Context: an optimization exercise on an open-source flow, tuned for small area and a short achievable clock period. The choices shown serve that exercise and are no tape-out recipe. The RTL was checked by simulation tests, not by an equivalence proof against the original design. Power and IR drop assume default switching activity.

// SAD_cal
module SAD_cal(rstn,clk,din,refi,cal_en,sad,sad_val);
input rstn;
input clk;
input [1023:0] din;
input [1023:0] refi;
input cal_en;
output [15:0] sad;
output sad_val;
wire [7:0] e0;
wire C_0, G10_0, G20_0, G32_0, G40_0, G54_0, G60_0, G76_0, P32_0, P54_0, P76_0, g5p_0, g6p_0, nG10_0, nG30_0, nG50_0, nG64_0, nG74_0, nP64_0, nP74_0, ng0_0, ng1_0, ng2_0, ng3_0, ng4_0, ng5_0, ng6_0, ng7_0, p5_0, p6_0, t1_0, t2_0, t3_0, t4_0, t5_0, t6_0, t7_0, x0_0, x1_0, x2_0, x3_0, x4_0, x5_0, x6_0, x7_0;
SAD_nandn u_ng0_0 (din[0], refi[0], ng0_0);
SAD_xor u_x0_0 (din[0], refi[0], x0_0);
SAD_nandn u_ng1_0 (din[1], refi[1], ng1_0);
SAD_xor u_x1_0 (din[1], refi[1], x1_0);
SAD_nandn u_ng2_0 (din[2], refi[2], ng2_0);
SAD_xor u_x2_0 (din[2], refi[2], x2_0);
SAD_nandn u_ng3_0 (din[3], refi[3], ng3_0);
SAD_xor u_x3_0 (din[3], refi[3], x3_0);
SAD_nandn u_ng4_0 (din[4], refi[4], ng4_0);
SAD_xor u_x4_0 (din[4], refi[4], x4_0);
SAD_nandn u_ng5_0 (din[5], refi[5], ng5_0);
SAD_xor u_x5_0 (din[5], refi[5], x5_0);
SAD_nandn u_ng6_0 (din[6], refi[6], ng6_0);
SAD_xor u_x6_0 (din[6], refi[6], x6_0);
SAD_nandn u_ng7_0 (din[7], refi[7], ng7_0);
SAD_xor u_x7_0 (din[7], refi[7], x7_0);
SAD_oai u_G10_0 (x1_0, ng0_0, ng1_0, G10_0);
SAD_oai u_G32_0 (x3_0, ng2_0, ng3_0, G32_0);
SAD_oai u_G54_0 (x5_0, ng4_0, ng5_0, G54_0);
SAD_oai u_G76_0 (x7_0, ng6_0, ng7_0, G76_0);
SAD_nor u_P32_0 (x3_0, x2_0, P32_0);
SAD_nor u_P54_0 (x5_0, x4_0, P54_0);
SAD_nor u_P76_0 (x7_0, x6_0, P76_0);
SAD_aoi u_nG30_0 (P32_0, G10_0, G32_0, nG30_0);
SAD_aoi u_nG74_0 (P76_0, G54_0, G76_0, nG74_0);
SAD_nand u_nP74_0 (P76_0, P54_0, nP74_0);
SAD_inv u_nG10_0 (G10_0, nG10_0);
  ...
For scale: roughly 8700 cells after synthesis, about 680 flip-flops, about 2100 I/O pins, roughly 85000 µm² of cells after synthesis.
export LEC_CHECK = 0
export CAP_MARGIN = 20
export CORE_AREA = 2 2 418 418
export DIE_AREA = 0 0 420 420
export PLACE_DENSITY = 0.7
export SLEW_MARGIN = 20
export SYNTH_HIERARCHICAL = 1
create_clock -name core_clock -period 4.0 [get_ports {clk}]
standard.sh (not shown) runs the stock make flow with config.mk's settings and CLKGATE_MAP_FILE= SYNTH_SCRIPT=/design/flow/synth_recipe.tcl, a recipe that flattens the netlist after the stock synthesis.
==> flow/flow/run.sh <==
#!/bin/bash
# The standard layout (standard.sh), with plain buf_1 cells as the port buffers
# instead of the delay cells buffer_ports picks by default, and the I/O pins
# allowed on every routing track of the die's edge so that the die can be smaller.
set -euo pipefail
export BUFFER_PORTS_ARGS="-buffer_cell sky130_fd_sc_hd__buf_1"
export PLACE_PINS_ARGS="-min_distance 1 -min_distance_in_tracks"
bash standard.sh > standard.log 2>&1
The first run did not get past global routing (5_1_grt) on GRT-0116.
Then changed:
==> flow/flow/run.sh (replaced) <==
#!/bin/bash
# The standard layout (standard.sh), with plain buf_1 cells as the port buffers
# instead of the delay cells buffer_ports picks by default.
set -euo pipefail
export BUFFER_PORTS_ARGS="-buffer_cell sky130_fd_sc_hd__buf_1"
bash standard.sh > standard.log 2>&1
--- a/flow/config.mk
+++ b/flow/config.mk
@@ -8,5 +8,5 @@
 export CAP_MARGIN = 20
-export CORE_AREA = 2 2 418 418
-export DIE_AREA = 0 0 420 420
-export PLACE_DENSITY = 0.7
+export CORE_AREA = 2 2 718 718
+export DIE_AREA = 0 0 720 720
+export PLACE_DENSITY = 0.6
 export SLEW_MARGIN = 20
What happened: This time the run produced a layout that fails on antenna violations. Area after synthesis stays the same. Synthesized cell count stays the same.
Then changed:
==> flow/flow/run.sh (replaced) <==
#!/bin/bash
# The standard layout (standard.sh), with plain buf_1 cells as the port buffers
# instead of the delay cells buffer_ports picks by default, and the I/O pins
# allowed on every routing track of the die's edge so that the die can be smaller.
set -euo pipefail
export BUFFER_PORTS_ARGS="-buffer_cell sky130_fd_sc_hd__buf_1"
export PLACE_PINS_ARGS="-min_distance 1 -min_distance_in_tracks"
export ROUTING_LAYER_ADJUSTMENT=0.10
bash standard.sh > standard.log 2>&1
--- a/flow/config.mk
+++ b/flow/config.mk
@@ -8,4 +8,4 @@
 export CAP_MARGIN = 20
-export CORE_AREA = 2 2 718 718
-export DIE_AREA = 0 0 720 720
+export CORE_AREA = 12 12 468 468
+export DIE_AREA = 0 0 480 480
 export PLACE_DENSITY = 0.6
=> Now the flow completed with no timing, DRC or antenna violations. Core utilization climbs by 27 points. Cell count drops by 23%. Die area drops by 56%. Count of clock-buffer cells in the layout drops by 24. Sequential share of layout area climbs by 0.87 points. Routed wire length drops by 36%.
Then changed:
--- a/flow/flow/run.sh
+++ b/flow/flow/run.sh
@@ -7,3 +7,2 @@
 export PLACE_PINS_ARGS="-min_distance 1 -min_distance_in_tracks"
-export ROUTING_LAYER_ADJUSTMENT=0.10
 bash standard.sh > standard.log 2>&1
--- a/flow/config.mk
+++ b/flow/config.mk
@@ -8,3 +8,3 @@
 export CAP_MARGIN = 20
-export CORE_AREA = 12 12 468 468
+export CORE_AREA = 2 2 478 478
 export DIE_AREA = 0 0 480 480
Now the flow died in global routing (5_1_grt). Synthesized cell count stays the same. Synthesized area is unchanged.

---

Another version of the RTL of SAD_cal (not shown whole).
For scale: ~680 flip-flops.
export LEC_CHECK = 0
export CAP_MARGIN = 20
export CORE_AREA = 12 12 468 468
export DIE_AREA = 0 0 480 480
export PLACE_DENSITY = 0.75
export SETUP_SLACK_MARGIN = 1.0
export SLEW_MARGIN = 20
export SYNTH_HIERARCHICAL = 1
create_clock -name core_clock -period 4.0 [get_ports {clk}]
==> flow/flow/run.sh <==
#!/bin/bash
# The standard layout (standard.sh) with three changes to how the layout is made:
#  - plain buf_1 cells as the port buffers instead of the delay cells buffer_ports picks;
#  - I/O pins allowed on every routing track of the die's edge, so the die can be smaller;
#  - the clock pin placed first (io_pre.tcl) in a stretch of edge kept free of other pins,
#    because the clock net's wider-spacing routing rule clashes with pins one track away.
set -euo pipefail
export BUFFER_PORTS_ARGS="-buffer_cell sky130_fd_sc_hd__buf_1"
export PLACE_PINS_ARGS="-min_distance 1 -min_distance_in_tracks -exclude top:225-255"
export PRE_IO_PLACEMENT_TCL="$PWD/flow/io_pre.tcl"
export ROUTING_LAYER_ADJUSTMENT=0.10
bash standard.sh > standard.log 2>&1
==> flow/flow/io_pre.tcl <==
# Clock pin in the middle of the top edge; place_pins keeps other pins out of top:225-255.
place_pin -pin_name clk -layer met2 -location {240 480} -pin_size {0.14 0.97} -force_to_die_boundary
The baseline produced a clean layout.
Rerun with:
--- a/flow/flow/run.sh
+++ b/flow/flow/run.sh
@@ -7,5 +7,5 @@
 set -euo pipefail
 export BUFFER_PORTS_ARGS="-buffer_cell sky130_fd_sc_hd__buf_1"
-export PLACE_PINS_ARGS="-min_distance 1 -min_distance_in_tracks -exclude top:225-255"
+export PLACE_PINS_ARGS="-min_distance 1 -min_distance_in_tracks -exclude top:205-235"
 export PRE_IO_PLACEMENT_TCL="$PWD/flow/io_pre.tcl"
 export ROUTING_LAYER_ADJUSTMENT=0.10
==> flow/flow/io_pre.tcl (replaced) <==
# Clock pin in the middle of the top edge; place_pins keeps other pins out of top:205-235.
place_pin -pin_name clk -layer met2 -location {220 440} -pin_size {0.14 0.97} -force_to_die_boundary
Settings changed: CORE_AREA 12 12 468 468 to 12 12 428 428, DIE_AREA 0 0 480 480 to 0 0 440 440, PLACE_DENSITY 0.75 to 0.65.
What happened: The new run completed with no timing, DRC or antenna violations; non-clock buffer count grows by 3; total power grows by 1.7%; final area barely changes; via count grows by 1.3%; register-to-register slack is worse by 0.04 ns; synthesized area is unchanged; first-iteration DRC count shrinks by 6.8%.

---

SAD_cal with an RTL version that a note above also has.
For scale: about 8700 cells after synthesis, roughly 0.085 sq mm of cells after synthesis.
==> flow/design.v (excerpt) <==
module SAD_cal(rstn,clk,din,refi,cal_en,sad,sad_val);
input rstn;
input clk;
input [1023:0] din;
input [1023:0] refi;
input cal_en;
output [15:0] sad;
output sad_val;
wire [7:0] e0;
wire C_0, G10_0, G20_0, G32_0, G40_0, G54_0, G60_0, G76_0, P32_0, P54_0, P76_0, g5p_0, g6p_0, nG10_0, nG30_0, nG50_0, nG64_0, nG74_0, nP64_0, nP74_0, ng0_0, ng1_0, ng2_0, ng3_0, ng4_0, ng5_0, ng6_0, ng7_0, p5_0, p6_0, t1_0, t2_0, t3_0, t4_0, t5_0, t6_0, t7_0, x0_0, x1_0, x2_0, x3_0, x4_0, x5_0, x6_0, x7_0;
SAD_nandn u_ng0_0 (din[0], refi[0], ng0_0);
SAD_xor u_x0_0 (din[0], refi[0], x0_0);
SAD_nandn u_ng1_0 (din[1], refi[1], ng1_0);
SAD_xor u_x1_0 (din[1], refi[1], x1_0);
SAD_nandn u_ng2_0 (din[2], refi[2], ng2_0);
SAD_xor u_x2_0 (din[2], refi[2], x2_0);
SAD_nandn u_ng3_0 (din[3], refi[3], ng3_0);
SAD_xor u_x3_0 (din[3], refi[3], x3_0);
SAD_nandn u_ng4_0 (din[4], refi[4], ng4_0);
SAD_xor u_x4_0 (din[4], refi[4], x4_0);
  ...
export LEC_CHECK = 0
export CAP_MARGIN = 20
export CORE_AREA = 2 2 478 478
export DIE_AREA = 0 0 480 480
export PLACE_DENSITY = 0.6
export SLEW_MARGIN = 20
export SYNTH_HIERARCHICAL = 1
create_clock -name core_clock -period 4.0 [get_ports {clk}]
==> flow/flow/run.sh <==
#!/bin/bash
# The standard layout (standard.sh), with plain buf_1 cells as the port buffers
# instead of the delay cells buffer_ports picks by default, and the I/O pins
# allowed on every routing track of the die's edge so that the die can be smaller.
set -euo pipefail
export BUFFER_PORTS_ARGS="-buffer_cell sky130_fd_sc_hd__buf_1"
export PLACE_PINS_ARGS="-min_distance 1 -min_distance_in_tracks"
export ROUTING_LAYER_ADJUSTMENT=0.10
bash standard.sh > standard.log 2>&1
The first run ended with an error in global routing, error GRT-0116.
Rerun with:
--- a/flow/config.mk
+++ b/flow/config.mk
@@ -7,7 +7,8 @@
 export LEC_CHECK = 0
 export CAP_MARGIN = 20
-export CORE_AREA = 2 2 478 478
+export CORE_AREA = 12 12 468 468
 export DIE_AREA = 0 0 480 480
 export PLACE_DENSITY = 0.6
+export SETUP_SLACK_MARGIN = 0.5
 export SLEW_MARGIN = 20
 export SYNTH_HIERARCHICAL = 1
After rerunning: Now the flow passed the timing, DRC and antenna checks. Area after synthesis stays the same. Synthesized cell count is unchanged.
Rerun with:
==> flow/flow/run.sh (replaced) <==
#!/bin/bash
# The standard layout (standard.sh), with plain buf_1 cells as the port buffers
# instead of the delay cells buffer_ports picks by default.
set -euo pipefail
export BUFFER_PORTS_ARGS="-buffer_cell sky130_fd_sc_hd__buf_1"
bash standard.sh > standard.log 2>&1
--- a/flow/config.mk
+++ b/flow/config.mk
@@ -7,6 +7,6 @@
 export LEC_CHECK = 0
 export CAP_MARGIN = 20
-export CORE_AREA = 12 12 468 468
-export DIE_AREA = 0 0 480 480
+export CORE_AREA = 2 2 718 718
+export DIE_AREA = 0 0 720 720
 export PLACE_DENSITY = 0.6
 export SETUP_SLACK_MARGIN = 0.5
Effect:
- The new run completed without violations
- cell area rises by about 7%
- flip-flop and latch count does not change
- wire length rises by 55%
- clock power rises by about 27%
- power rises by about 11%
- fmax rises by 0.30%
- global-route usage falls by 11 points
- hold slack got worse by 0.098 ns
- setup slack improved by 0.0099 ns

afterwards: timing with drivers on the ports:
How much do the figures lean on ideal ports? The routed layouts below were timed once more, with nothing changed but the port constraints. Step 1 assumes that a clkbuf_16 drives the clock port and a buf_2 every other input. Step 2 also shifts input and output timing later by t, the mid clock arrival at the registers, as if the neighbouring blocks saw the same clock. a / b / c = no drivers / after step 1 / after step 2; a / b = the first two.
run	shift t [ns]	setup WS [ns]	hold slack, ns	pins driven straight from the clock port
the second run of note 1	0.958	0.632 / 0.431 / -0.527	0.128 / 0.116 / 0.326	1
the third run of note 1	0.770	0.702 / 0.601 / -0.169	0.229 / 0.178 / 0.332	1
the first run of note 2	0.748	1.060 / 1.009 / 0.261	0.206 / 0.216 / 0.326	1
the second run of note 2	0.752	0.996 / 0.874 / 0.122	0.244 / 0.211 / 0.315	1
the second run of note 3	0.770	0.702 / 0.601 / -0.169	0.229 / 0.178 / 0.332	1
the third run of note 3	0.956	0.712 / 0.514 / -0.442	0.131 / 0.117 / 0.326	1
For the second run of note 1, which loses most, drivers alone change the setup slack by -0.201 ns; drivers and shift together by -1.159 ns.
